This design comes from an exercise in tuning for small area, a short achievable clock period and few clock cycles per item on the open sky130 flow, not from production work. Function was checked by simulation only, so behaviour that the tests miss may differ from the original. In every run shown here, the design's own scripts or RTL, not TritonCTS, make the clock network. No driver is modelled on the clock port, so clock power and skew are understated where the tree is cut down; a real chip needs a root buffer or a tree. Power figures rest on the tool's default switching activity, not on a simulated workload.

[design.v]
`timescale 1 ns / 1 ps
`default_nettype none
module arbiter
(
	input  wire          axis_aclk,
	input  wire          axis_aresetn,
	input  wire [31 : 0] s0a_axis_tdata,
	input  wire  		 s0a_axis_tvalid,
	output wire  		 s0a_axis_tready,
	input  wire  		 s0a_axis_tlast,
	input  wire [31 : 0] s0b_axis_tdata,
	input  wire          s0b_axis_tvalid,
	output wire          s0b_axis_tready,
	input  wire          s0b_axis_tlast,
	output wire [31 : 0] m0k_axis_tdata,
	output wire          m0k_axis_tvalid,
	input wire           m0k_axis_tready,
	output wire          m0k_axis_tlast,
    output wire          m0k_axis_a,
    output wire          m0k_axis_b
);
reg gb;
reg lock;
wire sel_valid = gb ? s0b_axis_tvalid : s0a_axis_tvalid;
wire sel_last  = gb ? s0b_axis_tlast  : s0a_axis_tlast;
wire take      = sel_valid & m0k_axis_tready;
wire flip = take ? sel_last : (~lock & ~sel_valid);
wire gb_nxt = gb ^ flip;
always @(posedge axis_aclk or negedge axis_aresetn)
    if (~axis_aresetn) lock <= 1'b0;
    else if (take) lock <= ~sel_last;
always @(posedge axis_aclk or negedge axis_aresetn)
    if (~axis_aresetn) gb <= 1'b0;
    else gb <= gb_nxt;
assign m0k_axis_tvalid = sel_valid;
assign m0k_axis_tdata  = gb ? s0b_axis_tdata : s0a_axis_tdata;
assign m0k_axis_tlast  = sel_last;
assign m0k_axis_a      = ~gb;
assign m0k_axis_b      = gb;
assign s0a_axis_tready = m0k_axis_tready & ~gb;
assign s0b_axis_tready = m0k_axis_tready & gb;
endmodule
`default_nettype wire
[flow/run.sh]
#!/bin/bash
set -euo pipefail
R=orfs/results/sky130hd/arbiter/base
VARS=(BUFFER_PORTS_ARGS="-buffer_cell sky130_fd_sc_hd__buf_1" GPL_TIMING_DRIVEN=0)

bash standard.sh synth > synth.log 2>&1

regs() { grep -oE 'sky130_fd_sc_hd__(df|ed|sdf|dl)[a-z]+_[0-9]+ +[^ (]+' "$1" | sed -E 's/_[0-9]+ +/ /' | sort; }
regs $R/1_2_yosys.v > regs_standard.txt
regs flow/netlist.v > regs_hand.txt
if [[ -s regs_standard.txt ]] && cmp -s regs_standard.txt regs_hand.txt; then
  echo "registers match: using flow/netlist.v" > netlist_choice.log
  cp $R/1_2_yosys.v $R/1_2_yosys_standard.v
  cp flow/netlist.v $R/1_2_yosys.v
  rm -f $R/1_synth.odb $R/1_synth.sdc
  bash standard.sh synth > synth_odb.log 2>&1
else
  echo "registers differ: keeping the standard netlist" > netlist_choice.log
fi

bash standard.sh "${VARS[@]}" place > place.log 2>&1

# clock: one buffer instead of ORFS's CTS step
RESULTS=$R CLOCK_BUFFER=sky130_fd_sc_hd__clkbuf_1 \
  openroad -no_init -exit flow/clock_buffer.tcl > clock_buffer.log 2>&1
cp $R/4_1_cts.odb $R/4_cts.odb
{ cat $R/3_place.sdc; echo "set_propagated_clock [get_clocks {core_clock}]"; } > $R/4_cts.sdc

bash standard.sh "${VARS[@]}" finish > standard.log 2>&1
[flow/clock_buffer.tcl]
# Clock "tree" for this two-register design: one clock buffer, placed at the
# registers' centroid, drives every register clock pin. It replaces ORFS's
# CTS step (4_1_cts), which for two sinks builds a root buffer and two leaf
# buffers. Reads 3_place.odb and writes 4_1_cts.odb.
set results $::env(RESULTS)
read_db $results/3_place.odb
read_liberty $::env(FLOW_HOME)/platforms/sky130hd/lib/sky130_fd_sc_hd__tt_025C_1v80.lib
read_sdc $results/3_place.sdc
source $::env(FLOW_HOME)/platforms/sky130hd/setRC.tcl

set blk [ord::get_db_block]
set clk [$blk findNet axis_aclk]
set master [[ord::get_db] findMaster $::env(CLOCK_BUFFER)]
set sinks [$clk getITerms]
set n [llength $sinks]
if {$n == 0 || $n > 8} { error "unexpected clock sink count $n" }
set xs 0; set ys 0
foreach it $sinks {
  set loc [[$it getInst] getLocation]
  set xs [expr {$xs + [lindex $loc 0]}]; set ys [expr {$ys + [lindex $loc 1]}]
}
set buf [odb::dbInst_create $blk $master clkbuf_regs]
set net [odb::dbNet_create $blk clknet_regs]
$net setSigType CLOCK
foreach it $sinks { $it disconnect; $it connect $net }
[$buf findITerm A] connect $clk
[$buf findITerm X] connect $net
$buf setLocation [expr {$xs / $n}] [expr {$ys / $n}]
$buf setPlacementStatus PLACED
puts "inserted $::env(CLOCK_BUFFER) clkbuf_regs for $n clock pins"

detailed_placement
check_placement -verbose
set_propagated_clock [all_clocks]
estimate_parasitics -placement
report_clock_latency
report_checks -path_delay max -digits 3
report_worst_slack -max
report_worst_slack -min
write_db $results/4_1_cts.odb
[flow/netlist.v]
/* hand-mapped netlist of arbiter, see gen/mknet.py */
module arbiter(axis_aclk, axis_aresetn, s0a_axis_tdata, s0a_axis_tvalid, s0a_axis_tready, s0a_axis_tlast, s0b_axis_tdata, s0b_axis_tvalid, s0b_axis_tready, s0b_axis_tlast, m0k_axis_tdata, m0k_axis_tvalid, m0k_axis_tready, m0k_axis_tlast, m0k_axis_a, m0k_axis_b);
  input axis_aclk;
  input axis_aresetn;
  input [31:0] s0a_axis_tdata;
  input s0a_axis_tvalid;
  output s0a_axis_tready;
  input s0a_axis_tlast;
  input [31:0] s0b_axis_tdata;
  input s0b_axis_tvalid;
  output s0b_axis_tready;
  input s0b_axis_tlast;
  output [31:0] m0k_axis_tdata;
  output m0k_axis_tvalid;
  input m0k_axis_tready;
  output m0k_axis_tlast;
  output m0k_axis_a;
  output m0k_axis_b;

  wire gb;
  wire gax;
  wire gbx;
  wire take;
  wire idle;
  wire flip;
  wire gb_nxt;
  wire nlk;
  wire lock_nxt;
  wire lock;
  sky130_fd_sc_hd__inv_6 gbuf_a (.A(gb), .Y(gax));
  sky130_fd_sc_hd__buf_6 gbuf_b (.A(gb), .X(gbx));
  sky130_fd_sc_hd__a22o_1 mx_d0 (.A1(gax), .A2(s0a_axis_tdata[0]), .B1(s0b_axis_tdata[0]), .B2(gbx), .X(m0k_axis_tdata[0]));
  sky130_fd_sc_hd__a22o_1 mx_d1 (.A1(gax), .A2(s0a_axis_tdata[1]), .B1(s0b_axis_tdata[1]), .B2(gbx), .X(m0k_axis_tdata[1]));
  sky130_fd_sc_hd__a22o_1 mx_d2 (.A1(gax), .A2(s0a_axis_tdata[2]), .B1(s0b_axis_tdata[2]), .B2(gbx), .X(m0k_axis_tdata[2]));
  sky130_fd_sc_hd__a22o_1 mx_d3 (.A1(gax), .A2(s0a_axis_tdata[3]), .B1(s0b_axis_tdata[3]), .B2(gbx), .X(m0k_axis_tdata[3]));
  sky130_fd_sc_hd__a22o_1 mx_d4 (.A1(gax), .A2(s0a_axis_tdata[4]), .B1(s0b_axis_tdata[4]), .B2(gbx), .X(m0k_axis_tdata[4]));
  sky130_fd_sc_hd__a22o_1 mx_d5 (.A1(gax), .A2(s0a_axis_tdata[5]), .B1(s0b_axis_tdata[5]), .B2(gbx), .X(m0k_axis_tdata[5]));
  sky130_fd_sc_hd__a22o_1 mx_d6 (.A1(gax), .A2(s0a_axis_tdata[6]), .B1(s0b_axis_tdata[6]), .B2(gbx), .X(m0k_axis_tdata[6]));
  sky130_fd_sc_hd__a22o_1 mx_d7 (.A1(gax), .A2(s0a_axis_tdata[7]), .B1(s0b_axis_tdata[7]), .B2(gbx), .X(m0k_axis_tdata[7]));
  sky130_fd_sc_hd__a22o_1 mx_d8 (.A1(gax), .A2(s0a_axis_tdata[8]), .B1(s0b_axis_tdata[8]), .B2(gbx), .X(m0k_axis_tdata[8]));
  sky130_fd_sc_hd__a22o_1 mx_d9 (.A1(gax), .A2(s0a_axis_tdata[9]), .B1(s0b_axis_tdata[9]), .B2(gbx), .X(m0k_axis_tdata[9]));
  sky130_fd_sc_hd__a22o_1 mx_d10 (.A1(gax), .A2(s0a_axis_tdata[10]), .B1(s0b_axis_tdata[10]), .B2(gbx), .X(m0k_axis_tdata[10]));
  sky130_fd_sc_hd__a22o_1 mx_d11 (.A1(gax), .A2(s0a_axis_tdata[11]), .B1(s0b_axis_tdata[11]), .B2(gbx), .X(m0k_axis_tdata[11]));
  sky130_fd_sc_hd__a22o_1 mx_d12 (.A1(gax), .A2(s0a_axis_tdata[12]), .B1(s0b_axis_tdata[12]), .B2(gbx), .X(m0k_axis_tdata[12]));
  sky130_fd_sc_hd__a22o_1 mx_d13 (.A1(gax), .A2(s0a_axis_tdata[13]), .B1(s0b_axis_tdata[13]), .B2(gbx), .X(m0k_axis_tdata[13]));
  sky130_fd_sc_hd__a22o_1 mx_d14 (.A1(gax), .A2(s0a_axis_tdata[14]), .B1(s0b_axis_tdata[14]), .B2(gbx), .X(m0k_axis_tdata[14]));
  sky130_fd_sc_hd__a22o_1 mx_d15 (.A1(gax), .A2(s0a_axis_tdata[15]), .B1(s0b_axis_tdata[15]), .B2(gbx), .X(m0k_axis_tdata[15]));
  sky130_fd_sc_hd__a22o_1 mx_d16 (.A1(gax), .A2(s0a_axis_tdata[16]), .B1(s0b_axis_tdata[16]), .B2(gbx), .X(m0k_axis_tdata[16]));
  sky130_fd_sc_hd__a22o_1 mx_d17 (.A1(gax), .A2(s0a_axis_tdata[17]), .B1(s0b_axis_tdata[17]), .B2(gbx), .X(m0k_axis_tdata[17]));
  sky130_fd_sc_hd__a22o_1 mx_d18 (.A1(gax), .A2(s0a_axis_tdata[18]), .B1(s0b_axis_tdata[18]), .B2(gbx), .X(m0k_axis_tdata[18]));
  sky130_fd_sc_hd__a22o_1 mx_d19 (.A1(gax), .A2(s0a_axis_tdata[19]), .B1(s0b_axis_tdata[19]), .B2(gbx), .X(m0k_axis_tdata[19]));
  sky130_fd_sc_hd__a22o_1 mx_d20 (.A1(gax), .A2(s0a_axis_tdata[20]), .B1(s0b_axis_tdata[20]), .B2(gbx), .X(m0k_axis_tdata[20]));
  sky130_fd_sc_hd__a22o_1 mx_d21 (.A1(gax), .A2(s0a_axis_tdata[21]), .B1(s0b_axis_tdata[21]), .B2(gbx), .X(m0k_axis_tdata[21]));
  sky130_fd_sc_hd__a22o_1 mx_d22 (.A1(gax), .A2(s0a_axis_tdata[22]), .B1(s0b_axis_tdata[22]), .B2(gbx), .X(m0k_axis_tdata[22]));
  sky130_fd_sc_hd__a22o_1 mx_d23 (.A1(gax), .A2(s0a_axis_tdata[23]), .B1(s0b_axis_tdata[23]), .B2(gbx), .X(m0k_axis_tdata[23]));
  sky130_fd_sc_hd__a22o_1 mx_d24 (.A1(gax), .A2(s0a_axis_tdata[24]), .B1(s0b_axis_tdata[24]), .B2(gbx), .X(m0k_axis_tdata[24]));
  sky130_fd_sc_hd__a22o_1 mx_d25 (.A1(gax), .A2(s0a_axis_tdata[25]), .B1(s0b_axis_tdata[25]), .B2(gbx), .X(m0k_axis_tdata[25]));
  sky130_fd_sc_hd__a22o_1 mx_d26 (.A1(gax), .A2(s0a_axis_tdata[26]), .B1(s0b_axis_tdata[26]), .B2(gbx), .X(m0k_axis_tdata[26]));
  sky130_fd_sc_hd__a22o_1 mx_d27 (.A1(gax), .A2(s0a_axis_tdata[27]), .B1(s0b_axis_tdata[27]), .B2(gbx), .X(m0k_axis_tdata[27]));
  sky130_fd_sc_hd__a22o_1 mx_d28 (.A1(gax), .A2(s0a_axis_tdata[28]), .B1(s0b_axis_tdata[28]), .B2(gbx), .X(m0k_axis_tdata[28]));
  sky130_fd_sc_hd__a22o_1 mx_d29 (.A1(gax), .A2(s0a_axis_tdata[29]), .B1(s0b_axis_tdata[29]), .B2(gbx), .X(m0k_axis_tdata[29]));
  sky130_fd_sc_hd__a22o_1 mx_d30 (.A1(gax), .A2(s0a_axis_tdata[30]), .B1(s0b_axis_tdata[30]), .B2(gbx), .X(m0k_axis_tdata[30]));
  sky130_fd_sc_hd__a22o_1 mx_d31 (.A1(gax), .A2(s0a_axis_tdata[31]), .B1(s0b_axis_tdata[31]), .B2(gbx), .X(m0k_axis_tdata[31]));
  sky130_fd_sc_hd__a22o_1 mx_v (.A1(gax), .A2(s0a_axis_tvalid), .B1(s0b_axis_tvalid), .B2(gbx), .X(m0k_axis_tvalid));
  sky130_fd_sc_hd__a22o_1 mx_l (.A1(gax), .A2(s0a_axis_tlast), .B1(s0b_axis_tlast), .B2(gbx), .X(m0k_axis_tlast));
  sky130_fd_sc_hd__and2_1 g_take (.A(m0k_axis_tvalid), .B(m0k_axis_tready), .X(take));
  sky130_fd_sc_hd__nor2_1 g_idle (.A(m0k_axis_tvalid), .B(lock), .Y(idle));
  sky130_fd_sc_hd__a21o_1 g_flip (.A1(take), .A2(m0k_axis_tlast), .B1(idle), .X(flip));
  sky130_fd_sc_hd__xor2_1 g_gbn (.A(gb), .B(flip), .X(gb_nxt));
  sky130_fd_sc_hd__nor2_1 g_nlk (.A(take), .B(lock), .Y(nlk));
  sky130_fd_sc_hd__a21oi_1 g_lock (.A1(take), .A2(m0k_axis_tlast), .B1(nlk), .Y(lock_nxt));
  sky130_fd_sc_hd__and2_1 g_rdya (.A(m0k_axis_tready), .B(gax), .X(s0a_axis_tready));
  sky130_fd_sc_hd__and2_1 g_rdyb (.A(m0k_axis_tready), .B(gbx), .X(s0b_axis_tready));
  sky130_fd_sc_hd__dfrtp_2 \gb$_DFF_PN0_  (.CLK(axis_aclk), .D(gb_nxt), .RESET_B(axis_aresetn), .Q(gb));
  sky130_fd_sc_hd__dfrtp_1 \lock$_DFFE_PN0P_  (.CLK(axis_aclk), .D(lock_nxt), .RESET_B(axis_aresetn), .Q(lock));
  assign m0k_axis_a = gax;
  assign m0k_axis_b = gbx;
endmodule
[standard.sh]
#!/bin/bash
# synth_recipe.tcl (not shown) runs the flow's synth.tcl, then flattens the netlist and writes it again
# the make line also repeats each setting of config.mk as NAME=value (left out here)
make -C /OpenROAD-flow-scripts/flow DESIGN_CONFIG=/design/flow/config.mk WORK_HOME=/design/flow/orfs CLKGATE_MAP_FILE= SYNTH_SCRIPT=/design/flow/synth_recipe.tcl "${@:-finish}"
[config.mk]
export PLATFORM = sky130hd
export DESIGN_NAME = arbiter
export DESIGN_NICKNAME = arbiter
export VERILOG_FILES = /design/flow/design.v
export SDC_FILE = /design/flow/constraint.sdc
export NUM_CORES = 4
export LEC_CHECK = 0
export CAP_MARGIN = 20
export CORE_AREA = 2.3 2.72 67.62 65.28
export DIE_AREA = 0 0 70 68
export SLEW_MARGIN = 20
[constraint.sdc]
create_clock -name core_clock -period 4.0 [get_ports {axis_aclk}]
set_input_delay 0.8000 -clock core_clock [delete_from_list [all_inputs] [get_ports {axis_aclk}]]
set_output_delay 0.8000 -clock core_clock [all_outputs]
set_load 0.01 [all_outputs]
==> flow_summary.toml, run 1 <==
[routing]
wirelength_um = 2160
drt-pass1-iter-count = 4
post_drt_wl_per_cell_um = 10.5
num_vias = 847
vias_per_cell = 4.13
drt_iter0_markers = 8
drc = 0
ant_nets = 0

[logic_synthesis]
netlist_instances = 46
avgSynthCellArea_um2 = 9.06
synth_area_um2 = 417
synthesis.nets = 117
yosysWarnings = 1

[placed_design]
io_buffers = 108
place_inst = 204
gp_congestion = 0.705
hpwl_um = 1860

[status]
status = "finished clean"

[final_layout]
fin_util_pct = 21.7
fill_cells = 461
seq_area_um2 = 51.3
n_antenna_cell = 0
area_delta_synth_final_pct = 113
stdcell_count = 205
multi_input_area_um2 = 345
layout-drive-gt1-share_pct = 1.94
final_nets = 228

[timing]
rsz0062_at_grt = "no"
setup_viol = 0
maxSlewHeadroom_pct = 83.7
finalCriticalPeriod_ns = 2.05
hold_viol = 0
clock_skew_ns = 0.00000974
tns_ns = 0
worstMarginPinSlew_ns = 0.245
min_period_over_period_pct = 51.2
slew_violations = 0
max_freq_ghz = 0.488

[global_routing]
grt_max_degree = 37
track_usage_pct = 6.90
overflow = 0
grt_first_pass_wirelength_um = 2780
antenna_found_initial = 0
grt_pass1_vias = 634

[setup_path]
cp-start-kind = "input pin"
critical-path-max-stage-delay_ns = 0.24
worst_ep_required_time_ns = 3.20
crit_path_end_kind = "output pin"
worstPathMaxFanout = 3
crit_top_cell = "buf_1"
crit_type = "input pin to output pin"
r2r_cells = 5
slowest_stage = "a22o_1"
crit_chain = "buf_1, a22o_1, buf_1"
crit_arrival_ns = 1.25

[floorplan]
pin_count = 109
die_x_um = 70
die_area_um2 = 4760
row_count = 23
die_h_um = 68
core-area_um2 = 4090
initial_utilization_pct = 10.2

[pwr]
p_leak_nw = 0.327
ir_worst_vdd_mv = 0.428
power_density_nw_per_um2 = 630

[flow_run]
maxCapViolCount = 0

[cts]
clkTransAtPathRegs_ns = 0.06
insertion_delay_ns = 0.08

[worst_hold_path]
hold_path_class = "input pin to async pin"
where the power goes:
part	internal, W	switching [W]	total, W
combinational	0.000211	0.000297	0.000508
sequential	0.0000320	0.0000124	0.0000444
clock	0.00000432	0.00000354	0.00000786
total	0.000247	0.000313	0.000560
metal layers:
layer	track usage (%)	up-vias	part of all wire, %
met3	1.18	0	12
met4	0.240	0	0
met5	0	-	0
met1	8.54	361	41
li1	-	425	-
met2	13.3	61	46
through the flow:
step	setup WS, ns	area [um2]	hold slack [ns]	power [W]
after detailed placement	1.95	885	0.536	0.000558
after global placement	1.95	885	0.532	0.000554
final	1.95	888	0.492	0.000560
after global routing	1.93	888	0.494	0.000621
after floorplan	2.14	417	0.490	0.000388
state kept, by name (all words and copies together), names as in the netlist:
name  cells
gb        1
lock      1
placed cells by master (no fill, tap or decap), drive strengths merged:
cell type and count:
a21oi 1, a22o 34, xor2 1, a21o 1, buf 109, inv 1, nor2 2, dfrtp 2
and2 3, clkbuf 1
critical path, delay by kind of cell:
kind                   cells  cell delay, ns
AOI/OAI and AO/OA          1            0.24
buffers and inverters      2            0.20
cell type report:
class | instances | area share (%)
Timing Repair Buffer | 108 | 45.6
Multi-Input combinational cell | 42 | 38.9
Tap cell | 50 | 7.04
Sequential cell | 2 | 5.77
Buffer | 2 | 1.69
Inverter | 1 | 0.986
final timing paths:
check	startpoint	to	slack [ns]
max in group asynchronous	axis_aresetn	gb	3.37
setup reg to reg	gb	gb	2.53
setup / recovery	s0a_axis_tlast	m0k_axis_tlast	1.95
min in group core_clock	gb	gb	0.54
hold reg to reg	gb	gb	0.54
hold / removal	axis_aresetn	lock	0.49
Testbench counts, summed over its fixed seeds: cycles 32,207, items 24,069.
==> inputs of run 2 (changes only) <==
==> flow/netlist.v (replaced) <==
/* hand-mapped netlist of arbiter, see gen/mknet.py */
module arbiter(axis_aclk, axis_aresetn, s0a_axis_tdata, s0a_axis_tvalid, s0a_axis_tready, s0a_axis_tlast, s0b_axis_tdata, s0b_axis_tvalid, s0b_axis_tready, s0b_axis_tlast, m0k_axis_tdata, m0k_axis_tvalid, m0k_axis_tready, m0k_axis_tlast, m0k_axis_a, m0k_axis_b);
  input axis_aclk;
  input axis_aresetn;
  input [31:0] s0a_axis_tdata;
  input s0a_axis_tvalid;
  output s0a_axis_tready;
  input s0a_axis_tlast;
  input [31:0] s0b_axis_tdata;
  input s0b_axis_tvalid;
  output s0b_axis_tready;
  input s0b_axis_tlast;
  output [31:0] m0k_axis_tdata;
  output m0k_axis_tvalid;
  input m0k_axis_tready;
  output m0k_axis_tlast;
  output m0k_axis_a;
  output m0k_axis_b;

  wire gb;
  wire gax;
  wire gbx;
  wire take;
  wire idle;
  wire flip;
  wire gb_nxt;
  wire nlk;
  wire lock_nxt;
  wire lock;
  sky130_fd_sc_hd__inv_6 gbuf_a (.A(gb), .Y(gax));
  sky130_fd_sc_hd__buf_6 gbuf_b (.A(gb), .X(gbx));
  sky130_fd_sc_hd__a22o_1 mx_d0 (.A1(s0a_axis_tdata[0]), .A2(gax), .B1(s0b_axis_tdata[0]), .B2(gbx), .X(m0k_axis_tdata[0]));
  sky130_fd_sc_hd__a22o_1 mx_d1 (.A1(s0a_axis_tdata[1]), .A2(gax), .B1(s0b_axis_tdata[1]), .B2(gbx), .X(m0k_axis_tdata[1]));
  sky130_fd_sc_hd__a22o_1 mx_d2 (.A1(s0a_axis_tdata[2]), .A2(gax), .B1(s0b_axis_tdata[2]), .B2(gbx), .X(m0k_axis_tdata[2]));
  sky130_fd_sc_hd__a22o_1 mx_d3 (.A1(s0a_axis_tdata[3]), .A2(gax), .B1(s0b_axis_tdata[3]), .B2(gbx), .X(m0k_axis_tdata[3]));
  sky130_fd_sc_hd__a22o_1 mx_d4 (.A1(s0a_axis_tdata[4]), .A2(gax), .B1(s0b_axis_tdata[4]), .B2(gbx), .X(m0k_axis_tdata[4]));
  sky130_fd_sc_hd__a22o_1 mx_d5 (.A1(s0a_axis_tdata[5]), .A2(gax), .B1(s0b_axis_tdata[5]), .B2(gbx), .X(m0k_axis_tdata[5]));
  sky130_fd_sc_hd__a22o_1 mx_d6 (.A1(s0a_axis_tdata[6]), .A2(gax), .B1(s0b_axis_tdata[6]), .B2(gbx), .X(m0k_axis_tdata[6]));
  sky130_fd_sc_hd__a22o_1 mx_d7 (.A1(s0a_axis_tdata[7]), .A2(gax), .B1(s0b_axis_tdata[7]), .B2(gbx), .X(m0k_axis_tdata[7]));
  sky130_fd_sc_hd__a22o_1 mx_d8 (.A1(s0a_axis_tdata[8]), .A2(gax), .B1(s0b_axis_tdata[8]), .B2(gbx), .X(m0k_axis_tdata[8]));
  sky130_fd_sc_hd__a22o_1 mx_d9 (.A1(s0a_axis_tdata[9]), .A2(gax), .B1(s0b_axis_tdata[9]), .B2(gbx), .X(m0k_axis_tdata[9]));
  sky130_fd_sc_hd__a22o_1 mx_d10 (.A1(s0a_axis_tdata[10]), .A2(gax), .B1(s0b_axis_tdata[10]), .B2(gbx), .X(m0k_axis_tdata[10]));
  sky130_fd_sc_hd__a22o_1 mx_d11 (.A1(s0a_axis_tdata[11]), .A2(gax), .B1(s0b_axis_tdata[11]), .B2(gbx), .X(m0k_axis_tdata[11]));
  sky130_fd_sc_hd__a22o_1 mx_d12 (.A1(s0a_axis_tdata[12]), .A2(gax), .B1(s0b_axis_tdata[12]), .B2(gbx), .X(m0k_axis_tdata[12]));
  sky130_fd_sc_hd__a22o_1 mx_d13 (.A1(s0a_axis_tdata[13]), .A2(gax), .B1(s0b_axis_tdata[13]), .B2(gbx), .X(m0k_axis_tdata[13]));
  sky130_fd_sc_hd__a22o_1 mx_d14 (.A1(s0a_axis_tdata[14]), .A2(gax), .B1(s0b_axis_tdata[14]), .B2(gbx), .X(m0k_axis_tdata[14]));
  sky130_fd_sc_hd__a22o_1 mx_d15 (.A1(s0a_axis_tdata[15]), .A2(gax), .B1(s0b_axis_tdata[15]), .B2(gbx), .X(m0k_axis_tdata[15]));
  sky130_fd_sc_hd__a22o_1 mx_d16 (.A1(s0a_axis_tdata[16]), .A2(gax), .B1(s0b_axis_tdata[16]), .B2(gbx), .X(m0k_axis_tdata[16]));
  sky130_fd_sc_hd__a22o_1 mx_d17 (.A1(s0a_axis_tdata[17]), .A2(gax), .B1(s0b_axis_tdata[17]), .B2(gbx), .X(m0k_axis_tdata[17]));
  sky130_fd_sc_hd__a22o_1 mx_d18 (.A1(s0a_axis_tdata[18]), .A2(gax), .B1(s0b_axis_tdata[18]), .B2(gbx), .X(m0k_axis_tdata[18]));
  sky130_fd_sc_hd__a22o_1 mx_d19 (.A1(s0a_axis_tdata[19]), .A2(gax), .B1(s0b_axis_tdata[19]), .B2(gbx), .X(m0k_axis_tdata[19]));
  sky130_fd_sc_hd__a22o_1 mx_d20 (.A1(s0a_axis_tdata[20]), .A2(gax), .B1(s0b_axis_tdata[20]), .B2(gbx), .X(m0k_axis_tdata[20]));
  sky130_fd_sc_hd__a22o_1 mx_d21 (.A1(s0a_axis_tdata[21]), .A2(gax), .B1(s0b_axis_tdata[21]), .B2(gbx), .X(m0k_axis_tdata[21]));
  sky130_fd_sc_hd__a22o_1 mx_d22 (.A1(s0a_axis_tdata[22]), .A2(gax), .B1(s0b_axis_tdata[22]), .B2(gbx), .X(m0k_axis_tdata[22]));
  sky130_fd_sc_hd__a22o_1 mx_d23 (.A1(s0a_axis_tdata[23]), .A2(gax), .B1(s0b_axis_tdata[23]), .B2(gbx), .X(m0k_axis_tdata[23]));
  sky130_fd_sc_hd__a22o_1 mx_d24 (.A1(s0a_axis_tdata[24]), .A2(gax), .B1(s0b_axis_tdata[24]), .B2(gbx), .X(m0k_axis_tdata[24]));
  sky130_fd_sc_hd__a22o_1 mx_d25 (.A1(s0a_axis_tdata[25]), .A2(gax), .B1(s0b_axis_tdata[25]), .B2(gbx), .X(m0k_axis_tdata[25]));
  sky130_fd_sc_hd__a22o_1 mx_d26 (.A1(s0a_axis_tdata[26]), .A2(gax), .B1(s0b_axis_tdata[26]), .B2(gbx), .X(m0k_axis_tdata[26]));
  sky130_fd_sc_hd__a22o_1 mx_d27 (.A1(s0a_axis_tdata[27]), .A2(gax), .B1(s0b_axis_tdata[27]), .B2(gbx), .X(m0k_axis_tdata[27]));
  sky130_fd_sc_hd__a22o_1 mx_d28 (.A1(s0a_axis_tdata[28]), .A2(gax), .B1(s0b_axis_tdata[28]), .B2(gbx), .X(m0k_axis_tdata[28]));
  sky130_fd_sc_hd__a22o_1 mx_d29 (.A1(s0a_axis_tdata[29]), .A2(gax), .B1(s0b_axis_tdata[29]), .B2(gbx), .X(m0k_axis_tdata[29]));
  sky130_fd_sc_hd__a22o_1 mx_d30 (.A1(s0a_axis_tdata[30]), .A2(gax), .B1(s0b_axis_tdata[30]), .B2(gbx), .X(m0k_axis_tdata[30]));
  sky130_fd_sc_hd__a22o_1 mx_d31 (.A1(s0a_axis_tdata[31]), .A2(gax), .B1(s0b_axis_tdata[31]), .B2(gbx), .X(m0k_axis_tdata[31]));
  sky130_fd_sc_hd__a22o_1 mx_v (.A1(s0a_axis_tvalid), .A2(gax), .B1(s0b_axis_tvalid), .B2(gbx), .X(m0k_axis_tvalid));
  sky130_fd_sc_hd__a22o_1 mx_l (.A1(s0a_axis_tlast), .A2(gax), .B1(s0b_axis_tlast), .B2(gbx), .X(m0k_axis_tlast));
  sky130_fd_sc_hd__and2_1 g_take (.A(m0k_axis_tvalid), .B(m0k_axis_tready), .X(take));
  sky130_fd_sc_hd__nor2_1 g_idle (.A(m0k_axis_tvalid), .B(lock), .Y(idle));
  sky130_fd_sc_hd__a21o_1 g_flip (.A1(take), .A2(m0k_axis_tlast), .B1(idle), .X(flip));
  sky130_fd_sc_hd__xor2_1 g_gbn (.A(gb), .B(flip), .X(gb_nxt));
  sky130_fd_sc_hd__nor2_1 g_nlk (.A(take), .B(lock), .Y(nlk));
  sky130_fd_sc_hd__a21oi_1 g_lock (.A1(take), .A2(m0k_axis_tlast), .B1(nlk), .Y(lock_nxt));
  sky130_fd_sc_hd__and2_1 g_rdya (.A(m0k_axis_tready), .B(gax), .X(s0a_axis_tready));
  sky130_fd_sc_hd__and2_1 g_rdyb (.A(m0k_axis_tready), .B(gbx), .X(s0b_axis_tready));
  sky130_fd_sc_hd__dfrtp_2 \gb$_DFF_PN0_  (.CLK(axis_aclk), .D(gb_nxt), .RESET_B(axis_aresetn), .Q(gb));
  sky130_fd_sc_hd__dfrtp_1 \lock$_DFFE_PN0P_  (.CLK(axis_aclk), .D(lock_nxt), .RESET_B(axis_aresetn), .Q(lock));
  assign m0k_axis_a = gax;
  assign m0k_axis_b = gbx;
endmodule
==> run 2 against run 1 <==
Net effect:
- clock power up 0.9%
- routed wire length is 2.4% lower
- global-route usage grew 0.81 points
- largest power group unchanged
- area after synthesis did not move
- via count up 4.3%
- critical endpoint unchanged
- register-to-register slack hardly changed
- design area unchanged
- die area did not move
- sequential share of layout area stayed put
- first-iteration DRC count is 110% higher
- synthesized cell count unchanged
==> flow_summary.toml, run 2 <==
[final_layout]
layout-drive-gt1-share_pct = 1.94
final_common_cell = "buf_1"
top_regs = "gb (1), lock (1)"
seq_area_um2 = 51.3
multi_input_area_um2 = 345
design_area_um2 = 888
layout_common_cells = "buf_1, a22o_1, and2_1, nor2_1"
area_delta_synth_final_pct = 113
final_nets = 228
fill_cells = 476
n_antenna_cell = 0

[placed_design]
io_buffers = 108
gp_congestion = 0.689
placed_cell_area_um2 = 885
hpwl_um = 1780
place_ws_ns = 1.96

[global_routing]
track_usage_pct = 7.72
antenna_found_initial = 0
overflow = 0
grt_first_pass_wirelength_um = 3130
grt_max_degree = 37
grt_pass1_vias = 707

[logic_synthesis]
synth_area_um2 = 417
avgSynthCellArea_um2 = 9.06
netlist_instances = 46
yosysWarnings = 1
synthesis.nets = 117

[timing]
hold_viol = 0
min_period_over_period_pct = 51.1
clock_skew_ns = 0.00000792
worstMarginPinSlew_ns = 0.251
rsz0062_at_grt = "no"
finalCriticalPeriod_ns = 2.05
maxSlewHeadroom_pct = 83.3
setup_slack_ns = 1.95
tns_ns = 0
max_freq_ghz = 0.489
hold_ws_ns = 0.492
setup_viol = 0
slew_violations = 0

[routing]
num_vias = 883
ant_nets = 0
post_drt_wl_per_cell_um = 10.3
vias_per_cell = 4.31
wirelength_um = 2100
drt-pass1-iter-count = 4
drc = 0
drt_iter0_markers = 17

[floorplan]
die_h_um = 68
die_area_um2 = 4760
core-area_um2 = 4090
row_count = 23
pin_count = 109
initial_utilization_pct = 10.2
die_x_um = 70

[worst_hold_path]
hold_path_class = "input pin to async pin"

[setup_path]
r2r_cells = 5
cp-start-kind = "input pin"
worstPathMaxFanout = 3
crit_arrival_ns = 1.25
crit_path_end_kind = "output pin"
worst_ep_required_time_ns = 3.20
crit_type = "input pin to output pin"

[pwr]
p_leak_nw = 0.327
ir_worst_vdd_mv = 0.347
design_power_total_w = 0.000565
power_density_nw_per_um2 = 636

[status]
status = "finished clean"

[flow_run]
maxCapViolCount = 0

[cts]
clkTransAtPathRegs_ns = 0.06
insertion_delay_ns = 0.08
[run 2: cell counts in the layout (fill, tap and decap cells not counted)]
No cell type changed its count.
[run 2: final timing paths]
| path | slack [ns] | start | end |
|---|---|---|---|
| worst min register to register | 0.53 | lock | lock |
| max in group asynchronous | 3.37 | axis_aresetn | gb |
| worst max-delay path | 1.95 | s0a_axis_tlast | m0k_axis_tlast |
| worst max register to register | 2.53 | gb | gb |
| min in group core_clock | 0.53 | lock | lock |
| worst min-delay path | 0.49 | axis_aresetn | lock |
[run 2: routing by layer]
metal | vias to the layer above | global-route usage (%) | wire length (um)
li1 | 427 | - | -
met1 | 392 | 9.40 | 845
met2 | 64 | 15.4 | 998
met3 | 0 | 1.18 | 260
met4 | 0 | 0 | 0
met5 | - | 0 | 0
[run 2: worst max-delay path: stages]
cell and delay [ns]:
buf_1 0.07, a22o_1 0.24, buf_1 0.14
[run 2: layout make-up]
type	count	area share, %
Inverter	1	0.986
Timing Repair Buffer	108	45.6
Multi-Input combinational cell	42	38.9
Buffer	2	1.69
Tap cell	50	7.04
Sequential cell	2	5.77
[run 2: metrics by stage]
| step | instances | utilization (%) |
|---|---|---|
| after floorplan | 46 | - |
| after global placement | 204 | 21.6 |
| after detailed placement | 204 | 21.6 |
| after global routing | 205 | 21.7 |
| final | 205 | 21.7 |
[run 2: power breakdown]
group	switching [W]	internal, W	total, W
registers	0.0000126	0.0000320	0.0000445
clock network	0.00000360	0.00000432	0.00000793
logic	0.000299	0.000213	0.000513
==> inputs of run 3 (changes only) <==
--- a/flow/netlist.v
+++ b/flow/netlist.v
@@ -22,2 +22,3 @@
   wire gbx;
+  wire sl_c;
   wire take;
@@ -65,8 +66,9 @@
   sky130_fd_sc_hd__a22o_1 mx_l (.A1(s0a_axis_tlast), .A2(gax), .B1(s0b_axis_tlast), .B2(gbx), .X(m0k_axis_tlast));
+  sky130_fd_sc_hd__a22o_1 mx_lc (.A1(s0a_axis_tlast), .A2(gax), .B1(s0b_axis_tlast), .B2(gbx), .X(sl_c));
   sky130_fd_sc_hd__and2_1 g_take (.A(m0k_axis_tvalid), .B(m0k_axis_tready), .X(take));
   sky130_fd_sc_hd__nor2_1 g_idle (.A(m0k_axis_tvalid), .B(lock), .Y(idle));
-  sky130_fd_sc_hd__a21o_1 g_flip (.A1(take), .A2(m0k_axis_tlast), .B1(idle), .X(flip));
+  sky130_fd_sc_hd__a21o_1 g_flip (.A1(take), .A2(sl_c), .B1(idle), .X(flip));
   sky130_fd_sc_hd__xor2_1 g_gbn (.A(gb), .B(flip), .X(gb_nxt));
   sky130_fd_sc_hd__nor2_1 g_nlk (.A(take), .B(lock), .Y(nlk));
-  sky130_fd_sc_hd__a21oi_1 g_lock (.A1(take), .A2(m0k_axis_tlast), .B1(nlk), .Y(lock_nxt));
+  sky130_fd_sc_hd__a21oi_1 g_lock (.A1(take), .A2(sl_c), .B1(nlk), .Y(lock_nxt));
   sky130_fd_sc_hd__and2_1 g_rdya (.A(m0k_axis_tready), .B(gax), .X(s0a_axis_tready));
==> run 3 against run 2 <==
Net effect:
- largest power group unchanged
- utilization grew 0.21 points
- clock skew is essentially flat
- largest cell class unchanged
- combinational power rose by 1%
- synthesized cell count increased by 2.2%
- total power increased by 0.87%
- first-iteration DRC count shrank 18%
- still clean on timing, DRC and antenna
- sequential power is 1% lower
- clock power fell by 1%
==> flow_summary.toml, run 3 <==
[routing]
wirelength_um = 1970
drt-pass1-iter-count = 4
vias_per_cell = 4.17
num_vias = 860
post_drt_wl_per_cell_um = 9.55
ant_nets = 0
drc = 0
drt_iter0_markers = 14

[floorplan]
die_h_um = 68
core-area_um2 = 4090
initial_utilization_pct = 10.4
row_count = 23
pin_count = 109
die_area_um2 = 4760
die_x_um = 70

[final_layout]
multi_input_area_um2 = 354
final_nets = 229
n_antenna_cell = 0
seq_area_um2 = 51.3
area_delta_synth_final_pct = 111
fin_util_pct = 22.0
fill_cells = 461
design_area_um2 = 897
final_common_cell = "buf_1"
layout-drive-gt1-share_pct = 1.92
layout_common_cells = "buf_1, a22o_1, and2_1, nor2_1"
top_regs = "gb (1), lock (1)"

[timing]
finalCriticalPeriod_ns = 2.03
worstMarginPinSlew_ns = 0.258
min_period_over_period_pct = 50.8
setup_viol = 0
rsz0062_at_grt = "no"
hold_viol = 0
max_freq_ghz = 0.492
maxSlewHeadroom_pct = 82.8
tns_ns = 0
clock_skew_ns = 0.00000829
slew_violations = 0

[global_routing]
grt_pass1_vias = 616
grt_max_degree = 38
track_usage_pct = 6.68
antenna_found_initial = 0
overflow = 0
grt_first_pass_wirelength_um = 2700

[worst_hold_path]
hold_path_class = "input pin to async pin"

[setup_path]
crit_arrival_ns = 1.23
critical-path-max-stage-delay_ns = 0.23
regToRegSetupSlack_ns = 2.52
crit_path_end_kind = "output pin"
crit_family = "compound AO/OA/AOI/OAI gates"
path_buf_inv = 2
crit_chain = "buf_1, a22o_1, buf_1"
slowest_stage = "a22o_1"
r2r-start = "gb"
crit_top_cell = "buf_1"
r2r_end = "gb"
worstPathMaxFanout = 3
cp-start-kind = "input pin"
crit_type = "input pin to output pin"
worst_ep_required_time_ns = 3.20
r2r_cells = 5

[logic_synthesis]
avgSynthCellArea_um2 = 9.05
synthesis.nets = 118
netlist_instances = 47
synth_area_um2 = 425
yosysWarnings = 1

[placed_design]
placed_cell_area_um2 = 893
gp_congestion = 0.648
hpwl_um = 1650
io_buffers = 108

[cts]
clkTransAtPathRegs_ns = 0.06
insertion_delay_ns = 0.08

[pwr]
ir_worst_vdd_mv = 0.473
power_density_nw_per_um2 = 635
p_leak_nw = 0.331
design_power_total_w = 0.000570

[flow_run]
maxCapViolCount = 0

[status]
status = "finished clean"
## run 3: metal layers
layer | GRT usage [%] | share of wire [%]
met1 | 8.02 | 40
met2 | 13.5 | 47
met3 | 0.884 | 12
met4 | 0.240 | 0
met5 | 0 | 0
## run 3: worst max-delay path by stage
stage,cells past startpoint,startpoint,endpoint
detailed placement,3,s0a_axis_tvalid,m0k_axis_tvalid
finish,3,s0a_axis_tvalid,m0k_axis_tvalid
global route,3,s0a_axis_tvalid,m0k_axis_tvalid
global placement,3,s0a_axis_tvalid,m0k_axis_tvalid
floorplan,1,s0a_axis_tvalid,m0k_axis_tvalid
## run 3: area by class of cell
cell class / instances / share of cell area [%]
multi-input combinational: 43 / 39.5
tap: 50 / 6.97
timing repair buffer: 108 / 45.2
sequential: 2 / 5.72
inverter: 1 / 0.976
buffer: 2 / 1.67
## run 3: power breakdown
part / internal (W) / switching [W]
clock: 0.00000432 / 0.00000350
combinational: 0.000216 / 0.000302
sequential: 0.0000320 / 0.0000119
## run 3: through the flow
stage / setup WS (ns) / std cells / hold slack [ns]
6_report: 1.97 / 206 / 0.490
5_1_grt: 1.94 / 206 / 0.494
3_5_place_dp: 1.97 / 205 / 0.533
3_3_place_gp: 1.97 / 205 / 0.527
2_1_floorplan: 2.16 / 47 / 0.490
==> inputs of run 4 (changes only) <==
--- a/flow/netlist.v
+++ b/flow/netlist.v
@@ -23,2 +23,3 @@
   wire sl_c;
+  wire nsv_c;
   wire take;
@@ -67,4 +68,5 @@
   sky130_fd_sc_hd__a22o_1 mx_lc (.A1(s0a_axis_tlast), .A2(gax), .B1(s0b_axis_tlast), .B2(gbx), .X(sl_c));
-  sky130_fd_sc_hd__and2_1 g_take (.A(m0k_axis_tvalid), .B(m0k_axis_tready), .X(take));
-  sky130_fd_sc_hd__nor2_1 g_idle (.A(m0k_axis_tvalid), .B(lock), .Y(idle));
+  sky130_fd_sc_hd__a22oi_1 mx_nvc (.A1(s0a_axis_tvalid), .A2(gax), .B1(s0b_axis_tvalid), .B2(gbx), .Y(nsv_c));
+  sky130_fd_sc_hd__nor2b_1 g_take (.A(nsv_c), .B_N(m0k_axis_tready), .Y(take));
+  sky130_fd_sc_hd__nor2b_1 g_idle (.A(lock), .B_N(nsv_c), .Y(idle));
   sky130_fd_sc_hd__a21o_1 g_flip (.A1(take), .A2(sl_c), .B1(idle), .X(flip));
@@ -75,3 +77,3 @@
   sky130_fd_sc_hd__and2_1 g_rdyb (.A(m0k_axis_tready), .B(gbx), .X(s0b_axis_tready));
-  sky130_fd_sc_hd__dfrtp_2 \gb$_DFF_PN0_  (.CLK(axis_aclk), .D(gb_nxt), .RESET_B(axis_aresetn), .Q(gb));
+  sky130_fd_sc_hd__dfrtp_1 \gb$_DFF_PN0_  (.CLK(axis_aclk), .D(gb_nxt), .RESET_B(axis_aresetn), .Q(gb));
   sky130_fd_sc_hd__dfrtp_1 \lock$_DFFE_PN0P_  (.CLK(axis_aclk), .D(lock_nxt), .RESET_B(axis_aresetn), .Q(lock));
==> run 4 against run 3 <==
Net effect:
- still clean on timing, DRC and antenna
- combinational power is 2% higher
- register-to-register slack better by 0.03 ns
- sequential share of layout area is 0.19 points lower
- setup slack better by 0.018 ns
- die area stayed put
- hold slack worse by 0.0015 ns
- area after synthesis is 2.1% higher
- largest cell class unchanged
- highest routed layer unchanged
==> flow_summary.toml, run 4 <==
[status]
status = "finished clean"

[global_routing]
track_usage_pct = 6.77
grt_first_pass_wirelength_um = 2760
antenna_found_initial = 0
grt_max_degree = 39
overflow = 0
grt_pass1_vias = 653

[floorplan]
core-area_um2 = 4090
row_count = 23
pin_count = 109
die_area_um2 = 4760
die_x_um = 70
initial_utilization_pct = 10.6
die_h_um = 68

[logic_synthesis]
synth_area_um2 = 434
netlist_instances = 48
yosysWarnings = 1
synthesis.nets = 119
avgSynthCellArea_um2 = 9.05

[worst_hold_path]
hold_path_class = "input pin to async pin"

[pwr]
design_power_total_w = 0.000580
ir_worst_vdd_mv = 0.449
power_density_nw_per_um2 = 640
combPwrFrac_pct = 91.1
internal_power_w = 0.000254
power_switching_share_pct = 56.3
p_leak_nw = 0.334
netSwitchingPower_w = 0.000326
seqPwrFrac_pct = 7.5
clkPwrFrac_pct = 1.4

[placed_design]
io_buffers = 108
gp_congestion = 0.683
hpwl_um = 1670
place_inst = 206

[setup_path]
crit_type = "register to output pin"
slowest_stage = "dfrtp_1"
worstPathMaxFanout = 38
path_buf_inv = 2
cp-start-kind = "register"
crit_family = "buffers and inverters"
worst_ep_required_time_ns = 3.20
crit_path_end_kind = "output pin"
crit_chain = "buf_6, a22o_1, buf_1"
crit_arrival_ns = 1.21
critical-path-max-stage-delay_ns = 0.46

[final_layout]
layout-drive-gt1-share_pct = 1.27
seq_area_um2 = 50.0
multi_input_area_um2 = 364
layout_common_cells = "buf_1, a22o_1, nor2b_1, and2_1, dfrtp_1"
fill_cells = 453
final_common_cell = "buf_1"
final_nets = 230
top_regs = "gb (1), lock (1)"
area_delta_synth_final_pct = 109
fin_util_pct = 22.2
stdcell_count = 207
n_antenna_cell = 0

[timing]
rsz0062_at_grt = "no"
finalCriticalPeriod_ns = 2.01
slew_violations = 0
min_period_over_period_pct = 50.3
clock_skew_ns = 0.00000536
setup_viol = 0
maxSlewHeadroom_pct = 81.9
worstMarginPinSlew_ns = 0.271
max_freq_ghz = 0.497
hold_viol = 0
tns_ns = 0

[cts]
insertion_delay_ns = 0.08
clkTransAtPathRegs_ns = 0.07

[routing]
drc = 0
wirelength_um = 2040
vias_per_cell = 4.18
post_drt_wl_per_cell_um = 9.85
drt_iter0_markers = 21
drt-pass1-iter-count = 4
ant_nets = 0
num_vias = 866

[flow_run]
maxCapViolCount = 0
==> run 4: layer usage <==
metal / share of wire [%] / track usage (%)
met3: 12 / 0.884
met2: 48 / 14.5
met4: 0 / 0.240
met5: 0 / 0
met1: 39 / 7.48
==> run 4: area by class of cell <==
| class | instances | area share (%) |
|---|---|---|
| well taps | 50 | 6.91 |
| plain buffers | 2 | 1.66 |
| flip-flops and latches | 2 | 5.52 |
| repair buffers | 108 | 44.8 |
| inverters | 1 | 0.967 |
| multi-input cells | 44 | 40.2 |
==> run 4: path summary, 6_finish.rpt <==
kind / startpoint / to / slack, ns / cells past startpoint
setup reg to reg: gb / gb / 2.55 / 5
hold reg to reg: lock / lock / 0.53 / 2
min in group core_clock: lock / lock / 0.53 / 2
setup / recovery: gb / m0k_axis_tdata[6] / 1.99 / 3
max in group asynchronous: axis_aresetn / gb / 3.39 / 1
hold / removal: axis_aresetn / lock / 0.49 / 1
==> run 4: through the flow <==
step / hold slack [ns] / setup WS (ns) / cell area [um2]
after global routing: 0.477 / 1.89 / 906
after global placement: 0.517 / 1.99 / 902
after floorplan: 0.489 / 2.18 / 434
after detailed placement: 0.524 / 1.99 / 902
final: 0.488 / 1.99 / 906
==> run 4: power by group through the flow <==
stage	logic [W]	clock network, W	registers [W]
global placement	0.000532	0	0.0000432
floorplan	0.000357	0	0.0000425
global route	0.000590	0.0000102	0.0000440
detailed placement	0.000538	0	0.0000436
finish	0.000528	0.00000824	0.0000432
==> run 4: worst register-to-register path: stages (launching register included) <==
cell and delay [ns]:
dfrtp_1 0.46, buf_6 0.30, a22oi_1 0.13, nor2b_1 0.20, a21o_1 0.15, xor2_1 0.14
==> inputs of run 5 (changes only) <==
==> flow/netlist.v (replaced) <==
/* hand-mapped netlist of arbiter, see gen/mknet.py */
module arbiter(axis_aclk, axis_aresetn, s0a_axis_tdata, s0a_axis_tvalid, s0a_axis_tready, s0a_axis_tlast, s0b_axis_tdata, s0b_axis_tvalid, s0b_axis_tready, s0b_axis_tlast, m0k_axis_tdata, m0k_axis_tvalid, m0k_axis_tready, m0k_axis_tlast, m0k_axis_a, m0k_axis_b);
  input axis_aclk;
  input axis_aresetn;
  input [31:0] s0a_axis_tdata;
  input s0a_axis_tvalid;
  output s0a_axis_tready;
  input s0a_axis_tlast;
  input [31:0] s0b_axis_tdata;
  input s0b_axis_tvalid;
  output s0b_axis_tready;
  input s0b_axis_tlast;
  output [31:0] m0k_axis_tdata;
  output m0k_axis_tvalid;
  input m0k_axis_tready;
  output m0k_axis_tlast;
  output m0k_axis_a;
  output m0k_axis_b;

  wire gb;
  wire gax;
  wire gbx;
  wire take;
  wire idle;
  wire flip;
  wire gb_nxt;
  wire nlk;
  wire lock_nxt;
  wire lock;
  sky130_fd_sc_hd__inv_6 gbuf_a (.A(gb), .Y(gax));
  sky130_fd_sc_hd__buf_6 gbuf_b (.A(gb), .X(gbx));
  sky130_fd_sc_hd__o22a_1 mx_d0 (.A1(s0a_axis_tdata[0]), .A2(gbx), .B1(s0b_axis_tdata[0]), .B2(gax), .X(m0k_axis_tdata[0]));
  sky130_fd_sc_hd__o22a_1 mx_d1 (.A1(s0a_axis_tdata[1]), .A2(gbx), .B1(s0b_axis_tdata[1]), .B2(gax), .X(m0k_axis_tdata[1]));
  sky130_fd_sc_hd__o22a_1 mx_d2 (.A1(s0a_axis_tdata[2]), .A2(gbx), .B1(s0b_axis_tdata[2]), .B2(gax), .X(m0k_axis_tdata[2]));
  sky130_fd_sc_hd__o22a_1 mx_d3 (.A1(s0a_axis_tdata[3]), .A2(gbx), .B1(s0b_axis_tdata[3]), .B2(gax), .X(m0k_axis_tdata[3]));
  sky130_fd_sc_hd__o22a_1 mx_d4 (.A1(s0a_axis_tdata[4]), .A2(gbx), .B1(s0b_axis_tdata[4]), .B2(gax), .X(m0k_axis_tdata[4]));
  sky130_fd_sc_hd__o22a_1 mx_d5 (.A1(s0a_axis_tdata[5]), .A2(gbx), .B1(s0b_axis_tdata[5]), .B2(gax), .X(m0k_axis_tdata[5]));
  sky130_fd_sc_hd__o22a_1 mx_d6 (.A1(s0a_axis_tdata[6]), .A2(gbx), .B1(s0b_axis_tdata[6]), .B2(gax), .X(m0k_axis_tdata[6]));
  sky130_fd_sc_hd__o22a_1 mx_d7 (.A1(s0a_axis_tdata[7]), .A2(gbx), .B1(s0b_axis_tdata[7]), .B2(gax), .X(m0k_axis_tdata[7]));
  sky130_fd_sc_hd__o22a_1 mx_d8 (.A1(s0a_axis_tdata[8]), .A2(gbx), .B1(s0b_axis_tdata[8]), .B2(gax), .X(m0k_axis_tdata[8]));
  sky130_fd_sc_hd__o22a_1 mx_d9 (.A1(s0a_axis_tdata[9]), .A2(gbx), .B1(s0b_axis_tdata[9]), .B2(gax), .X(m0k_axis_tdata[9]));
  sky130_fd_sc_hd__o22a_1 mx_d10 (.A1(s0a_axis_tdata[10]), .A2(gbx), .B1(s0b_axis_tdata[10]), .B2(gax), .X(m0k_axis_tdata[10]));
  sky130_fd_sc_hd__o22a_1 mx_d11 (.A1(s0a_axis_tdata[11]), .A2(gbx), .B1(s0b_axis_tdata[11]), .B2(gax), .X(m0k_axis_tdata[11]));
  sky130_fd_sc_hd__o22a_1 mx_d12 (.A1(s0a_axis_tdata[12]), .A2(gbx), .B1(s0b_axis_tdata[12]), .B2(gax), .X(m0k_axis_tdata[12]));
  sky130_fd_sc_hd__o22a_1 mx_d13 (.A1(s0a_axis_tdata[13]), .A2(gbx), .B1(s0b_axis_tdata[13]), .B2(gax), .X(m0k_axis_tdata[13]));
  sky130_fd_sc_hd__o22a_1 mx_d14 (.A1(s0a_axis_tdata[14]), .A2(gbx), .B1(s0b_axis_tdata[14]), .B2(gax), .X(m0k_axis_tdata[14]));
  sky130_fd_sc_hd__o22a_1 mx_d15 (.A1(s0a_axis_tdata[15]), .A2(gbx), .B1(s0b_axis_tdata[15]), .B2(gax), .X(m0k_axis_tdata[15]));
  sky130_fd_sc_hd__o22a_1 mx_d16 (.A1(s0a_axis_tdata[16]), .A2(gbx), .B1(s0b_axis_tdata[16]), .B2(gax), .X(m0k_axis_tdata[16]));
  sky130_fd_sc_hd__o22a_1 mx_d17 (.A1(s0a_axis_tdata[17]), .A2(gbx), .B1(s0b_axis_tdata[17]), .B2(gax), .X(m0k_axis_tdata[17]));
  sky130_fd_sc_hd__o22a_1 mx_d18 (.A1(s0a_axis_tdata[18]), .A2(gbx), .B1(s0b_axis_tdata[18]), .B2(gax), .X(m0k_axis_tdata[18]));
  sky130_fd_sc_hd__o22a_1 mx_d19 (.A1(s0a_axis_tdata[19]), .A2(gbx), .B1(s0b_axis_tdata[19]), .B2(gax), .X(m0k_axis_tdata[19]));
  sky130_fd_sc_hd__o22a_1 mx_d20 (.A1(s0a_axis_tdata[20]), .A2(gbx), .B1(s0b_axis_tdata[20]), .B2(gax), .X(m0k_axis_tdata[20]));
  sky130_fd_sc_hd__o22a_1 mx_d21 (.A1(s0a_axis_tdata[21]), .A2(gbx), .B1(s0b_axis_tdata[21]), .B2(gax), .X(m0k_axis_tdata[21]));
  sky130_fd_sc_hd__o22a_1 mx_d22 (.A1(s0a_axis_tdata[22]), .A2(gbx), .B1(s0b_axis_tdata[22]), .B2(gax), .X(m0k_axis_tdata[22]));
  sky130_fd_sc_hd__o22a_1 mx_d23 (.A1(s0a_axis_tdata[23]), .A2(gbx), .B1(s0b_axis_tdata[23]), .B2(gax), .X(m0k_axis_tdata[23]));
  sky130_fd_sc_hd__o22a_1 mx_d24 (.A1(s0a_axis_tdata[24]), .A2(gbx), .B1(s0b_axis_tdata[24]), .B2(gax), .X(m0k_axis_tdata[24]));
  sky130_fd_sc_hd__o22a_1 mx_d25 (.A1(s0a_axis_tdata[25]), .A2(gbx), .B1(s0b_axis_tdata[25]), .B2(gax), .X(m0k_axis_tdata[25]));
  sky130_fd_sc_hd__o22a_1 mx_d26 (.A1(s0a_axis_tdata[26]), .A2(gbx), .B1(s0b_axis_tdata[26]), .B2(gax), .X(m0k_axis_tdata[26]));
  sky130_fd_sc_hd__o22a_1 mx_d27 (.A1(s0a_axis_tdata[27]), .A2(gbx), .B1(s0b_axis_tdata[27]), .B2(gax), .X(m0k_axis_tdata[27]));
  sky130_fd_sc_hd__o22a_1 mx_d28 (.A1(s0a_axis_tdata[28]), .A2(gbx), .B1(s0b_axis_tdata[28]), .B2(gax), .X(m0k_axis_tdata[28]));
  sky130_fd_sc_hd__o22a_1 mx_d29 (.A1(s0a_axis_tdata[29]), .A2(gbx), .B1(s0b_axis_tdata[29]), .B2(gax), .X(m0k_axis_tdata[29]));
  sky130_fd_sc_hd__o22a_1 mx_d30 (.A1(s0a_axis_tdata[30]), .A2(gbx), .B1(s0b_axis_tdata[30]), .B2(gax), .X(m0k_axis_tdata[30]));
  sky130_fd_sc_hd__o22a_1 mx_d31 (.A1(s0a_axis_tdata[31]), .A2(gbx), .B1(s0b_axis_tdata[31]), .B2(gax), .X(m0k_axis_tdata[31]));
  sky130_fd_sc_hd__o22a_1 mx_v (.A1(s0a_axis_tvalid), .A2(gbx), .B1(s0b_axis_tvalid), .B2(gax), .X(m0k_axis_tvalid));
  sky130_fd_sc_hd__o22a_1 mx_l (.A1(s0a_axis_tlast), .A2(gbx), .B1(s0b_axis_tlast), .B2(gax), .X(m0k_axis_tlast));
  sky130_fd_sc_hd__and2_1 g_take (.A(m0k_axis_tvalid), .B(m0k_axis_tready), .X(take));
  sky130_fd_sc_hd__nor2_1 g_idle (.A(m0k_axis_tvalid), .B(lock), .Y(idle));
  sky130_fd_sc_hd__a21o_1 g_flip (.A1(take), .A2(m0k_axis_tlast), .B1(idle), .X(flip));
  sky130_fd_sc_hd__xor2_1 g_gbn (.A(gb), .B(flip), .X(gb_nxt));
  sky130_fd_sc_hd__nor2_1 g_nlk (.A(take), .B(lock), .Y(nlk));
  sky130_fd_sc_hd__a21oi_1 g_lock (.A1(take), .A2(m0k_axis_tlast), .B1(nlk), .Y(lock_nxt));
  sky130_fd_sc_hd__and2_1 g_rdya (.A(m0k_axis_tready), .B(gax), .X(s0a_axis_tready));
  sky130_fd_sc_hd__and2_1 g_rdyb (.A(m0k_axis_tready), .B(gbx), .X(s0b_axis_tready));
  sky130_fd_sc_hd__dfrtp_2 \gb$_DFF_PN0_  (.CLK(axis_aclk), .D(gb_nxt), .RESET_B(axis_aresetn), .Q(gb));
  sky130_fd_sc_hd__dfrtp_1 \lock$_DFFE_PN0P_  (.CLK(axis_aclk), .D(lock_nxt), .RESET_B(axis_aresetn), .Q(lock));
  assign m0k_axis_a = gax;
  assign m0k_axis_b = gbx;
endmodule
==> run 5 against run 4 <==
Net effect:
- critical path type is now input pin to output pin
- highest routed layer unchanged
- first-iteration DRC count decreased by 14%
- largest power group unchanged
- final cell count decreased by 0.97%
- clock skew about the same
==> flow_summary.toml, run 5 <==
[final_layout]
final_nets = 228
layout-drive-gt1-share_pct = 1.94
top_regs = "gb (1), lock (1)"
n_antenna_cell = 0
final_common_cell = "buf_1"
layout_common_cells = "buf_1, o22a_1, and2_1, nor2_1"
design_area_um2 = 888
area_delta_synth_final_pct = 113

[routing]
num_vias = 835
drt-pass1-iter-count = 4
wirelength_um = 2040
ant_nets = 0
vias_per_cell = 4.07
post_drt_wl_per_cell_um = 9.96
drc = 0
drt_iter0_markers = 18

[logic_synthesis]
avgSynthCellArea_um2 = 9.06
yosysWarnings = 1
synth_area_um2 = 417
netlist_instances = 46
synthesis.nets = 117

[timing]
hold_viol = 0
setup_viol = 0
tns_ns = 0
min_period_over_period_pct = 51.1
hold_ws_ns = 0.490
maxSlewHeadroom_pct = 81.9
rsz0062_at_grt = "no"
clock_skew_ns = 0.0000135
max_freq_ghz = 0.489
finalCriticalPeriod_ns = 2.04
slew_violations = 0
worstMarginPinSlew_ns = 0.272

[setup_path]
crit_arrival_ns = 1.24
crit_top_cell = "buf_1"
crit_type = "input pin to output pin"
regToRegSetupSlack_ns = 2.50
worst_ep_required_time_ns = 3.20
slowest_stage = "o22a_1"
r2r-start = "gb"
crit_chain = "buf_1, o22a_1, buf_1"
worstPathMaxFanout = 3
r2r_end = "gb"
crit_path_end_kind = "output pin"
cp-start-kind = "input pin"
critical-path-max-stage-delay_ns = 0.23
r2r_cells = 5

[global_routing]
grt_max_degree = 37
track_usage_pct = 6.93
overflow = 0
grt_pass1_vias = 631
antenna_found_initial = 0
grt_first_pass_wirelength_um = 2820

[floorplan]
pin_count = 109
die_area_um2 = 4760
die_x_um = 70
row_count = 23
initial_utilization_pct = 10.2
die_h_um = 68
core-area_um2 = 4090

[pwr]
p_leak_nw = 0.282
power_density_nw_per_um2 = 640
ir_worst_vdd_mv = 0.362

[status]
status = "finished clean"

[placed_design]
hpwl_um = 1610
io_buffers = 108
gp_congestion = 0.716
placed_cell_area_um2 = 885

[flow_run]
maxCapViolCount = 0

[cts]
clkTransAtPathRegs_ns = 0.06
insertion_delay_ns = 0.08

[worst_hold_path]
hold_path_class = "input pin to async pin"
## run 5: routing by layer
metal	part of all wire, %	vias to the layer above	GRT usage (%)
li1	-	425	-
met4	0	0	0.240
met1	44	352	9.75
met2	43	58	12.1
met3	12	0	0.736
met5	0	-	0
## run 5: report_power, final
group          internal, W  switching [W]
sequential       0.0000323      0.0000122
clock           0.00000432     0.00000363
combinational     0.000208       0.000308
## run 5: worst max-delay path by stage
stage / start / end / slack (ns) / depth (start not counted)
6_report: s0a_axis_tvalid / m0k_axis_tvalid / 1.96 / 3
5_1_grt: s0a_axis_tlast / m0k_axis_tlast / 1.94 / 3
3_5_place_dp: s0a_axis_tvalid / m0k_axis_tvalid / 1.97 / 3
3_3_place_gp: s0a_axis_tvalid / m0k_axis_tvalid / 1.97 / 3
2_1_floorplan: s0a_axis_tlast / m0k_axis_tlast / 2.16 / 1
## run 5: layout make-up
cell class / instances / area [um2]
multi-input combinational: 42 / 345
timing repair buffer: 108 / 405
buffer: 2 / 15.0
tap: 50 / 62.6
fill: 457 / 3200
inverter: 1 / 8.76
sequential: 2 / 51.3
## run 5: through the flow
stage	setup slack, ns	instances	utilization, %	power (W)
3_5_place_dp	1.97	204	21.6	0.000570
2_1_floorplan	2.16	46	-	0.000388
5_1_grt	1.94	205	21.7	0.000628
3_3_place_gp	1.97	204	21.6	0.000565
6_report	1.96	205	21.7	0.000569
## run 5: critical path, delay by kind of cell
family	cells	cell delay [ns]
buffers and inverters	2	0.21
AOI/OAI and AO/OA	1	0.23

## afterwards: timing with drivers on the ports
Ports are ideal in the flow. The routed layouts listed here were re-timed in OpenROAD.
Step 1, drivers: a clkbuf_16 drives axis_aclk and a buf_2 each remaining input, both assumed.
Step 2 adds t to the input delays and takes it off the output delays; t is the mean of the earliest and latest rising clock arrival at the registers after step 1. Input paths then give back, and output paths get back, about the clock's delay inside the block.
Three values: no drivers, after step 1, after step 2; two values: the first two.
run	t (ns)	setup WS [ns]	worst setup path after step 2	worst register clock-pin slew, ns
run 1	0.091	1.952 / 1.932 / 1.932	input to output	0.06 / 0.06
run 2	0.092	1.955 / 1.934 / 1.934	input to output	0.06 / 0.06
run 3	0.091	1.969 / 1.950 / 1.950	input to output	0.06 / 0.06
run 4	0.096	1.987 / 1.968 / 1.968	input to output	0.07 / 0.07
run 5	0.092	1.956 / 1.937 / 1.937	input to output	0.06 / 0.06
After both steps setup and hold are still met in every run listed. For run 2, which loses most, drivers alone change the setup slack by -0.021 ns; drivers and shift together by -0.021 ns.
